From an optimization exercise on the open Yosys and OpenROAD flow, aimed at small area; shortcuts taken in it are not production practice.
Function was checked by simulation only, so behaviour that the tests miss may differ from the original.
No driver is modelled on the clock port, so clocking that relies on it looks cheaper here than on a real chip.
Power figures rest on the tool's default switching activity, not on a simulated workload.

==> trial 88 <==
// clock
module clock
(
    input        clk,
    input        rst_n,
    input  [2:0] key,
    output reg   led,
    output [3:0] dig,
    output       dp,
    output [7:0] smg
);
export LEC_CHECK = 0
export ABC_AREA = 1
export CAP_MARGIN = 20
export CORE_MARGIN = 2
export CORE_UTILIZATION = 65
export CTS_BUF_LIST = sky130_fd_sc_hd__clkbuf_4 sky130_fd_sc_hd__clkbuf_8
export CTS_CLUSTER_DIAMETER = 100
export CTS_CLUSTER_SIZE = 40
export PLACE_DENSITY = 0.8
export SLEW_MARGIN = 20
create_clock -name core_clock -period 10.0 [get_ports {clk}]
standard.sh (not shown) runs the stock make flow with config.mk's settings and CLKGATE_MAP_FILE= SYNTH_SCRIPT=/design/flow/synth_recipe.tcl, a recipe that flattens the netlist after the stock synthesis.
==> flow/flow/run.sh <==
#!/bin/bash
# Own flow: the standard synthesis with its combinational logic re-mapped
# for area (flip-flops kept as synthesised; the smallest of four ABC runs is
# kept), the standard floorplan and placement, a small clock tree of its
# own, then the standard routing and finishing.
set -euo pipefail
W=$PWD
F=$W/flow
R=$W/orfs/results/$FLOW_PLATFORM/clock/base
P=$FLOW_HOME/platforms/$FLOW_PLATFORM
LIB=$P/lib/sky130_fd_sc_hd__tt_025C_1v80.lib

bash standard.sh synth > $W/synth.log 2>&1

cp $R/1_2_yosys.v $W/standard_synth.v
for S in 1 2 3 4; do
  sed "s/@SEED@/$S/" $F/resyn.abc > $W/resyn_$S.abc
  RESYN_LIB=$LIB RESYN_ABC=$W/resyn_$S.abc RESYN_DONTUSE="$(cat $F/dontuse.txt)" \
  RESYN_IN=$W/standard_synth.v RESYN_TOP=$FLOW_TOP RESYN_OUT=$W/resyn_$S.v \
      yosys -c $F/resyn.tcl > $W/resyn_$S.log 2>&1 &
done
wait
best=""; besta=""
for S in 1 2 3 4; do
  a=$(grep "Chip area" $W/resyn_$S.log | tail -1 | awk '{print $NF}')
  if [[ -n "$a" ]] && { [[ -z "$besta" ]] || awk "BEGIN{exit !($a < $besta)}"; }; then best=$S; besta=$a; fi
done
echo "resyn areas: $(grep -h 'Chip area' $W/resyn_*.log | awk '{print $NF}' | tr '\n' ' ') -> seed $best" > $W/resyn_choice.log
cp $W/resyn_$best.v $R/1_2_yosys.v
rm -f $R/1_synth.odb $R/1_synth.sdc

export BUFFER_PORTS_ARGS="-buffer_cell sky130_fd_sc_hd__buf_1"
bash standard.sh place > $W/place.log 2>&1

CTS_RESULTS=$R CTS_PLATFORM_DIR=$P CTS_NBUF=4 CTS_BUF=sky130_fd_sc_hd__clkbuf_8 \
CTS_DONT_USE="$(sed 's/-dont_use //g' $F/dontuse.txt)" \
    openroad -no_init -exit $F/cts.tcl > $W/cts.log 2>&1

bash standard.sh finish > $W/layout.log 2>&1
==> flow/flow/cts.tcl <==
# Clock tree: the flip-flops split into CTS_NBUF groups by k-means on their
# placement, each group driven by one clock buffer at its centre, all
# buffers driven by the clock port.
set R $::env(CTS_RESULTS)
set P $::env(CTS_PLATFORM_DIR)
read_lef $P/lef/sky130_fd_sc_hd.tlef
read_lef $P/lef/sky130_fd_sc_hd_merged.lef
read_liberty $P/lib/sky130_fd_sc_hd__tt_025C_1v80.lib
read_db $R/3_place.odb
read_sdc $R/3_place.sdc
source $P/setRC.tcl
set_dont_use $::env(CTS_DONT_USE)

set block [ord::get_db_block]
set dbu [$block getDbUnitsPerMicron]
# flip-flop clock pins and their positions
set pins {}
foreach inst [$block getInsts] {
  if {[[$inst getMaster] isSequential]} {
    set bb [$inst getBBox]
    lappend pins [list [$inst getName] [expr {([$bb xMin] + [$bb xMax]) / 2.0 / $dbu}] [expr {([$bb yMin] + [$bb yMax]) / 2.0 / $dbu}]]
  }
}
set k $::env(CTS_NBUF)
# k-means, seeded with flip-flops spread along x
set sorted [lsort -real -index 1 $pins]
set n [llength $sorted]
set cent {}
for {set i 0} {$i < $k} {incr i} {
  set p [lindex $sorted [expr {int(($i + 0.5) * $n / $k)}]]
  lappend cent [list [lindex $p 1] [lindex $p 2]]
}
for {set it 0} {$it < 50} {incr it} {
  set groups {}
  for {set i 0} {$i < $k} {incr i} { lappend groups {} }
  foreach p $pins {
    set best 0; set bd 1e30
    for {set i 0} {$i < $k} {incr i} {
      set c [lindex $cent $i]
      set d [expr {abs([lindex $p 1] - [lindex $c 0]) + abs([lindex $p 2] - [lindex $c 1])}]
      if {$d < $bd} { set bd $d; set best $i }
    }
    lset groups $best [concat [lindex $groups $best] [list $p]]
  }
  set cent {}
  foreach g $groups {
    set sx 0; set sy 0
    foreach p $g { set sx [expr {$sx + [lindex $p 1]}]; set sy [expr {$sy + [lindex $p 2]}] }
    set m [llength $g]
    if {$m == 0} { set m 1 }
    lappend cent [list [expr {$sx / $m}] [expr {$sy / $m}]]
  }
}
for {set i 0} {$i < $k} {incr i} {
  set g [lindex $groups $i]
  if {[llength $g] == 0} continue
  set loads {}
  foreach p $g { lappend loads [get_pins [lindex $p 0]/CLK] }
  set c [lindex $cent $i]
  puts "clock buffer $i: [llength $g] flip-flops at $c"
  insert_buffer -buffer_cell $::env(CTS_BUF) -net clk -load_pins $loads -location $c -buffer_name clkbuf_$i -net_name clknet_$i
}
detailed_placement
check_placement -verbose
set_propagated_clock [all_clocks]
estimate_parasitics -placement
report_clock_skew
report_worst_slack -min
report_worst_slack -max
report_check_types -max_slew -max_capacitance -violators
set worst 0
foreach pin [get_pins -hierarchical */CLK] { set s [get_property $pin slew_max]; if {$s > $worst} {set worst $s} }
puts "worst flip-flop clock slew: $worst"
write_db $R/4_1_cts.odb
file copy -force $R/4_1_cts.odb $R/4_cts.odb
write_sdc $R/4_cts.sdc
==> flow/flow/resyn.tcl <==
# Re-map the combinational logic of the standard synthesis for area.
# The flip-flops are kept as they are (same instances, names and cells).
yosys -import
set lib $::env(RESYN_LIB)
set script $::env(RESYN_ABC)
read_liberty -ignore_miss_func $lib
# flip-flops, latches and clock gates stay black boxes

blackbox {sky130_fd_sc_hd__df*} {sky130_fd_sc_hd__edf*} {sky130_fd_sc_hd__sdf*} {sky130_fd_sc_hd__sedf*} {sky130_fd_sc_hd__dl*} {sky130_fd_sc_hd__sdl*} {sky130_fd_sc_hd__conb*}
read_verilog $::env(RESYN_IN)
hierarchy -top $::env(RESYN_TOP)
flatten
opt -full
opt_clean -purge
stat
abc -liberty $lib {*}$::env(RESYN_DONTUSE) -script $script
opt_clean -purge
stat -liberty $lib
write_verilog -noattr -noexpr $::env(RESYN_OUT)
Other scripts of this flow, unchanged in this note and not shown: flow/flow/dontuse.txt, flow/flow/resyn.abc
==> inputs of build 97, as changes to trial 88 <==
==> flow/flow/run.sh (replaced) <==
#!/bin/bash
# Own flow: the standard synthesis with its combinational logic re-mapped
# for area (flip-flops kept as synthesised; the smallest of four ABC runs is
# kept), the standard floorplan and placement, a small clock tree of its
# own, then the standard routing and finishing.
set -euo pipefail
W=$PWD
F=$W/flow
R=$W/orfs/results/$FLOW_PLATFORM/clock/base
P=$FLOW_HOME/platforms/$FLOW_PLATFORM
LIB=$P/lib/sky130_fd_sc_hd__tt_025C_1v80.lib

bash standard.sh synth > $W/synth.log 2>&1

cp $R/1_2_yosys.v $W/standard_synth.v
# four ABC runs in parallel, each a chain of deepsyn rounds with its own
# seeds; the smallest result is kept
V=("2 3 4" "1 2 3" "3 4 1" "4 1 2")
for i in 0 1 2 3; do
  : > $W/resyn_$i.abc
  for S in ${V[$i]}; do sed "s/@SEED@/$S/" $F/resyn.abc >> $W/resyn_$i.abc; done
  RESYN_LIB=$LIB RESYN_ABC=$W/resyn_$i.abc RESYN_DONTUSE="$(cat $F/dontuse.txt)" \
  RESYN_IN=$W/standard_synth.v RESYN_TOP=$FLOW_TOP RESYN_OUT=$W/resyn_$i.v \
      yosys -c $F/resyn.tcl > $W/resyn_$i.log 2>&1 &
done
wait
best=""; besta=""
for i in 0 1 2 3; do
  a=$(grep "Chip area" $W/resyn_$i.log | tail -1 | awk '{print $NF}')
  if [[ -n "$a" ]] && { [[ -z "$besta" ]] || awk "BEGIN{exit !($a < $besta)}"; }; then best=$i; besta=$a; fi
done
echo "resyn areas: $(grep -h 'Chip area' $W/resyn_?.log | awk '{print $NF}' | tr '\n' ' ') -> run $best" > $W/resyn_choice.log
cp $W/resyn_$best.v $R/1_2_yosys.v
rm -f $R/1_synth.odb $R/1_synth.sdc

export BUFFER_PORTS_ARGS="-buffer_cell sky130_fd_sc_hd__buf_1"
bash standard.sh place > $W/place.log 2>&1

export CTS_RESULTS=$R CTS_PLATFORM_DIR=$P CTS_BUF=sky130_fd_sc_hd__clkbuf_8 CTS_ROOT_BUF=sky130_fd_sc_hd__clkbuf_4
export CTS_DONT_USE="$(sed 's/-dont_use //g' $F/dontuse.txt)"
nbuf=8; bal=1
for k in 4 5 6 7; do
  found=0
  for b in 0 1; do
    CTS_NBUF=$k CTS_BALANCE=$b CTS_WRITE=0 openroad -no_init -exit $F/cts.tcl > $W/cts_try${k}_$b.log 2>&1 || true
    s=$(grep "worst flip-flop clock slew" $W/cts_try${k}_$b.log | awk '{print $NF}')
    if [[ -n "$s" ]] && awk "BEGIN{exit !($s <= 0.105)}"; then nbuf=$k; bal=$b; found=1; break; fi
  done
  if [[ $found == 1 ]]; then break; fi
done
CTS_NBUF=$nbuf CTS_BALANCE=$bal CTS_WRITE=1 openroad -no_init -exit $F/cts.tcl > $W/cts.log 2>&1

bash standard.sh finish > $W/layout.log 2>&1
--- a/flow/flow/cts.tcl
+++ b/flow/flow/cts.tcl
@@ -1,6 +1,6 @@
-# Clock tree: the flip-flops split into CTS_NBUF groups by k-means on their
-# placement, each group driven by one clock buffer at its centre, all
-# buffers driven by the clock port.
+# Clock tree: the flip-flops split into CTS_NBUF groups by k-means
+# on their placement, each group driven by one clock buffer at its centre, all
+# buffers driven by the clock port (through a root buffer above 4 groups).
 set R $::env(CTS_RESULTS)
 set P $::env(CTS_PLATFORM_DIR)
 read_lef $P/lef/sky130_fd_sc_hd.tlef
@@ -30,17 +30,30 @@
   set p [lindex $sorted [expr {int(($i + 0.5) * $n / $k)}]]
   lappend cent [list [lindex $p 1] [lindex $p 2]]
 }
-for {set it 0} {$it < 50} {incr it} {
-  set groups {}
-  for {set i 0} {$i < $k} {incr i} { lappend groups {} }
-  foreach p $pins {
-    set best 0; set bd 1e30
+# k-means, with balanced groups if CTS_BALANCE: each round assigns
+# flip-flops greedily by distance to the nearest centre that still has room
+set cap [expr {$::env(CTS_BALANCE) ? ($n + $k - 1) / $k : $n}]
+for {set it 0} {$it < 30} {incr it} {
+  set pairs {}
+  for {set j 0} {$j < $n} {incr j} {
+    set p [lindex $pins $j]
     for {set i 0} {$i < $k} {incr i} {
       set c [lindex $cent $i]
-      set d [expr {abs([lindex $p 1] - [lindex $c 0]) + abs([lindex $p 2] - [lindex $c 1])}]
-      if {$d < $bd} { set bd $d; set best $i }
+      lappend pairs [list [expr {abs([lindex $p 1] - [lindex $c 0]) + abs([lindex $p 2] - [lindex $c 1])}] $j $i]
     }
-    lset groups $best [concat [lindex $groups $best] [list $p]]
+  }
+  set pairs [lsort -real -index 0 $pairs]
+  set done {}
+  set size {}
+  set groups {}
+  for {set i 0} {$i < $k} {incr i} { lappend size 0; lappend groups {} }
+  foreach pr $pairs {
+    set j [lindex $pr 1]; set i [lindex $pr 2]
+    if {[dict exists $done $j]} continue
+    if {[lindex $size $i] >= $cap} continue
+    dict set done $j 1
+    lset size $i [expr {[lindex $size $i] + 1}]
+    lset groups $i [concat [lindex $groups $i] [list [lindex $pins $j]]]
   }
   set cent {}
   foreach g $groups {
@@ -60,6 +73,11 @@
   puts "clock buffer $i: [llength $g] flip-flops at $c"
   insert_buffer -buffer_cell $::env(CTS_BUF) -net clk -load_pins $loads -location $c -buffer_name clkbuf_$i -net_name clknet_$i
 }
+if {$k > 4} {
+  set sx 0; set sy 0
+  foreach c $cent { set sx [expr {$sx + [lindex $c 0]}]; set sy [expr {$sy + [lindex $c 1]}] }
+  insert_buffer -buffer_cell $::env(CTS_ROOT_BUF) -net clk -location [list [expr {$sx / $k}] [expr {$sy / $k}]] -buffer_name clkbuf_root -net_name clknet_root
+}
 detailed_placement
 check_placement -verbose
 set_propagated_clock [all_clocks]
@@ -71,6 +89,8 @@
 set worst 0
 foreach pin [get_pins -hierarchical */CLK] { set s [get_property $pin slew_max]; if {$s > $worst} {set worst $s} }
 puts "worst flip-flop clock slew: $worst"
-write_db $R/4_1_cts.odb
-file copy -force $R/4_1_cts.odb $R/4_cts.odb
-write_sdc $R/4_cts.sdc
+if {$::env(CTS_WRITE)} {
+  write_db $R/4_1_cts.odb
+  file copy -force $R/4_1_cts.odb $R/4_cts.odb
+  write_sdc $R/4_cts.sdc
+}
- CORE_UTILIZATION: 65 -> 75
- CTS_BUF_LIST: sky130_fd_sc_hd__clkbuf_4 sky130_fd_sc_hd__clkbuf_8 -> default
- CTS_CLUSTER_DIAMETER: 100 -> default
- CTS_CLUSTER_SIZE: 40 -> default
- PLACE_DENSITY: 0.8 -> 0.88
==> comparison table <==
item                                                                  trial 88                   build 97
Status                                                          finished clean             finished clean
Final-layout worst hold slack                                         0.478 ns                   0.475 ns
Synthesized instance count                                                 374                        378
Routed wire length per instance                                        14.1 um                    14.4 um
Largest fanout on the critical path                                          7                          8
Internal power component                                              0.294 mW                   0.298 mW
Vias                                                                      2655                       2795
TAP cells                                                                   52                         48
Finished Core Util                                                       71.0%                      83.2%
Worst path max stage delay                                             0.45 ns                    0.50 ns
Flop pwr share                                                           66.2%                      64.6%
Slowest library cell on the worst path              sky130_fd_sc_hd__a2111oi_0  sky130_fd_sc_hd__a311oi_1
Net switching power                                                  0.0824 mW                  0.0887 mW
Fill cell instance count of the final layout                               375                        245
Overall routing resource usage                                           26.3%                      31.3%
Worst clock skew                                                     0.0241 ns                  0.0128 ns
Share of cell area taken by flip-flops and latches                       43.0%                      43.1%
Effective utilization at floorplan                                       66.7%                      78.0%
Post-route clock period utilization                                      51.6%                      49.6%
Worst Path Arrival                                                     3.16 ns                    2.96 ns

-- what the ideal ports hide --
Ports are ideal in the flow. The routed layouts listed here were re-timed in OpenROAD.
Step 1, drivers: a clkbuf_16 drives clk and a buf_2 each remaining input, both assumed.
Step 2 adds t to the input delays and takes it off the output delays; t is the mean of the earliest and latest rising clock arrival at the registers after step 1. Input paths then give back, and output paths get back, about the clock's delay inside the block.
a / b / c = ideal / step 1 / step 2; a / b = the first two.
run	t (ns)	setup WS [ns]	hold WS [ns]	worst register clock-pin slew, ns	worst slew at a driven data input, ns
trial 88	0.204	4.843 / 4.782 / 4.986	0.478 / 0.478 / 0.478	0.10 / 0.10	0.03
build 97	0.200	5.045 / 4.990 / 5.190	0.475 / 0.475 / 0.475	0.09 / 0.09	0.03
After both steps setup and hold are still met in every run listed.
